Source: an optimization exercise on an open RTL-to-GDS flow (aim: small area and a short achievable clock period). Production flows keep margins and buffers that such runs may drop.
The RTL was checked by simulation tests, not by an equivalence proof against the original design.
Power figures rest on the tool's default switching activity, not on a simulated workload.

job 1660:
## LEGv8_Processor
module LEGv8_Processor(
    input        clk,
    input        rst,
    input [31:0] inst,
    input [63:0] RD_DM,
    output wire [63:0] PC,
    output wire [63:0] address_DM,
    output wire [63:0] WD_DM,
    output wire        MemRead_DM,
    output wire        MemWrite_DM
    );
For scale: roughly 8000 cells after synthesis, roughly 290 I/O pins.
clock: 7.3 ns
lec_check: 0
cap_margin: 30
core_margin: 2
core_utilization: 40
setup_slack_margin: 4.5
slew_margin: 40
tns_end_percent: 0
run.sh (not shown) runs the stock make flow with config.mk's settings and CLKGATE_MAP_FILE= SYNTH_SCRIPT=/design/flow/synth_recipe.tcl, a recipe that flattens the netlist after the stock synthesis.
What job 9610 does differently from job 1660 at the input level:
Settings: SETUP_SLACK_MARGIN changed from 4.5 to 4.8; CTS_CLUSTER_SIZE newly set to 24; CTS_CLUSTER_DIAMETER newly set to 100.
## What came out
Delta (job 9610 minus job 1660): number of global-route vias before repair increased about 0.3%; combinational group share of total power increased 2.7 points; sequential fraction of total cell area increased 1.6 points; depth of the critical timing path with buffers and inverters included decreased 1. In the reports for job 1660 and job 9610, the smaller via count belongs to job 9610. Job 9610 finished end to end and its layout was clean on timing, DRC and antenna. Initial antenna violation count for job 9610: about 10% down relative to job 1660. Between job 1660 and job 9610, fmax decreased. The estimated power of job 9610 ends up lower than the estimate for job 1660. The run showing the smaller worst hold slack is job 1660. Comparing job 1660 and job 9610, data required time of the worst path is higher on job 9610. Job 1660 and job 9610 ended up with nearly the same sequential cell area in the final layout.
Relative to job 9610, the following input files were edited for job 8084:
Settings: putting PLACE_DENSITY at 0.7 where nothing was set; swapping 40 for 20 in SLEW_MARGIN; swapping 4.8 for 4.5 in SETUP_SLACK_MARGIN; swapping 30 for 20 in CAP_MARGIN.
Notes after the runs:
NOTE: vias per cell in job 8084 exceeds that of job 9610
Buffer share of cell area in job 8084 is 2.2 points below job 9610.
Job 9610 vs job 8084, worst setup path startpoint: if_s1[2]$_SDFF_PP0_ vs if_s1[0]$_SDFF_PP0_
In the flow results for job 8084 and job 9610, the reported leakage power is smaller on job 8084.
Against job 9610, job 8084 reports a critical path depth that is higher.
Looking at path depth of the worst reg2reg path, job 8084 sits 2 higher than job 9610 does.
Taking job 8084 over job 9610, the non-clock buffer count ratio works out to 0.74.
In the reports for job 8084 and job 9610, the smaller multi-input combinational cell area belongs to job 8084.
Register share of the cell area, job 8084 and job 9610: lower on job 9610
In job 8084 the maximum vdd drop turned out 7.5% higher than in job 9610.
Compared with job 9610, job 8084 shows a cell total after placement that is 56 lower.
Modified inputs, job 1834 compared to job 8084
Settings: a deleted PLACE_DENSITY that had been 0.7; a change of CAP_MARGIN from 20 to 30; a change of SLEW_MARGIN from 20 to 40.
## What came out
Looking at job 8084 and job 1834, the total vias in the final route is a wash.
On share of cell area taken by multi-input logic gates, job 8084 and job 1834 are neck and neck.
In job 1834 relative to job 8084, last weighted congestion value of the routability-driven placer had gone down by a few percent.
[job 1834 vs job 8084] critical path depth: lower in job 1834
Cmp job 1834 vs job 8084: share of total power in combinational logic higher in job 1834
The clock share of power of job 1834 is higher than that of job 8084.
--- input diff job 1834..job 1657 ---
Settings: a change of CAP_MARGIN from 30 to 20; a change of SLEW_MARGIN from 40 to 20; a change of CORE_UTILIZATION from 40 to 35.
[summary]
Going from job 1834 to job 1657, power shrinks by about 0.7%. Delta (job 1657 minus job 1834): chip width shows an increase of 36 um; critical path arrival went up by 70 ps; slew at the pin closest to its max-slew limit up 280 ps; ratio of cells with drive above 1 in the final layout saw a decrease. Diff job 1834 and job 1657: number of ordinary and repair buffers in the finished layout lower in job 1657. In job 1657 relative to job 1834, power in the clock group had gone down slightly.
diff inputs: job 1657 => job 1807
Settings: a change of CORE_UTILIZATION from 35 to 45.
### Flow results
- Worst hold slack (lower): job 1807
- Total power: job 1807 above job 1657
- Delta(part of the power in combinational logic, job 1807 - job 1657) > 0
- Between job 1657 and job 1807, maximum ir drop on the vdd rail is higher for job 1657, job 1807 comes in under that.
- [compare] base=job 1657 new=job 1807: routed wire length up 12000 um; proportion of total power due to net switching up 0.25 points; share of the clock period used by the worst path after layout up 1.6 points; final worst-path setup slack down 120 ps; global routing usage on met2 up 12 points.
- Number of buffers inserted by post-CTS setup repair sits lower in job 1807 than in job 1657.
- There was hardly any difference in share of cell area taken by multi-input logic gates between job 1657 and job 1807.
- Master of the slowest instance on the critical path = buf_4: job 1807; master of the slowest instance on the critical path = a222oi_1: job 1657

* * *

Starting RTL as in the previous note.
clock: 7.3 ns
lec_check: 0
cap_margin: 20
core_margin: 2
core_utilization: 38
cts_cluster_diameter: 100
cts_cluster_size: 22
setup_slack_margin: 4.5
slew_margin: 30
tns_end_percent: 0
The first run produced a clean layout.
Next try:
- CORE_UTILIZATION: 38 -> 40
- CTS_CLUSTER_SIZE: 22 -> 24
- SLEW_MARGIN: 30 -> 20
=> Register-to-register slack improves by 0.11 ns; fmax rose by a few percent; hold slack is worse by 0.0070 ns.

## separate check: timing with driven ports
The flow's constraints put no driver on any port. The routed layouts listed below were extracted and timed again, unchanged, in two steps. Step 1 sets driving cells, clkbuf_16 on the clock port and buf_2 on the other inputs (assumed; they add their load-dependent delay and slew). Step 2 adds t to the input delays and takes it off the output delays; t is the mean of the earliest and latest rising clock arrival at the registers after step 1. Input paths then give back, and output paths get back, about the clock's delay inside the block. Three values: no drivers, after step 1, after step 2; two values: the first two.
| run | t, ns | setup WS [ns] | worst slew at a driven data input, ns |
|---|---|---|---|
| job 1660 | 0.960 | 4.051 / 4.051 / 3.178 | 0.13 |
| job 9610 | 0.924 | 4.015 / 4.015 / 3.213 | 0.14 |
| job 8084 | 0.935 | 3.794 / 3.794 / 3.225 | 0.11 |
| job 1834 | 0.925 | 4.037 / 4.037 / 3.190 | 0.14 |
| job 1657 | 0.921 | 3.888 / 3.888 / 3.178 | 0.12 |
| job 1807 | 0.964 | 3.768 / 3.768 / 3.088 | 0.10 |
| the first run of note 2 | 0.945 | 3.749 / 3.749 / 3.067 | 0.08 |
| the second run of note 2 | 0.930 | 3.856 / 3.856 / 3.205 | 0.13 |
After both steps setup and hold are still met in every run listed. For job 1660, which loses most, drivers alone change the setup slack by 0.000 ns; drivers and shift together by -0.873 ns.
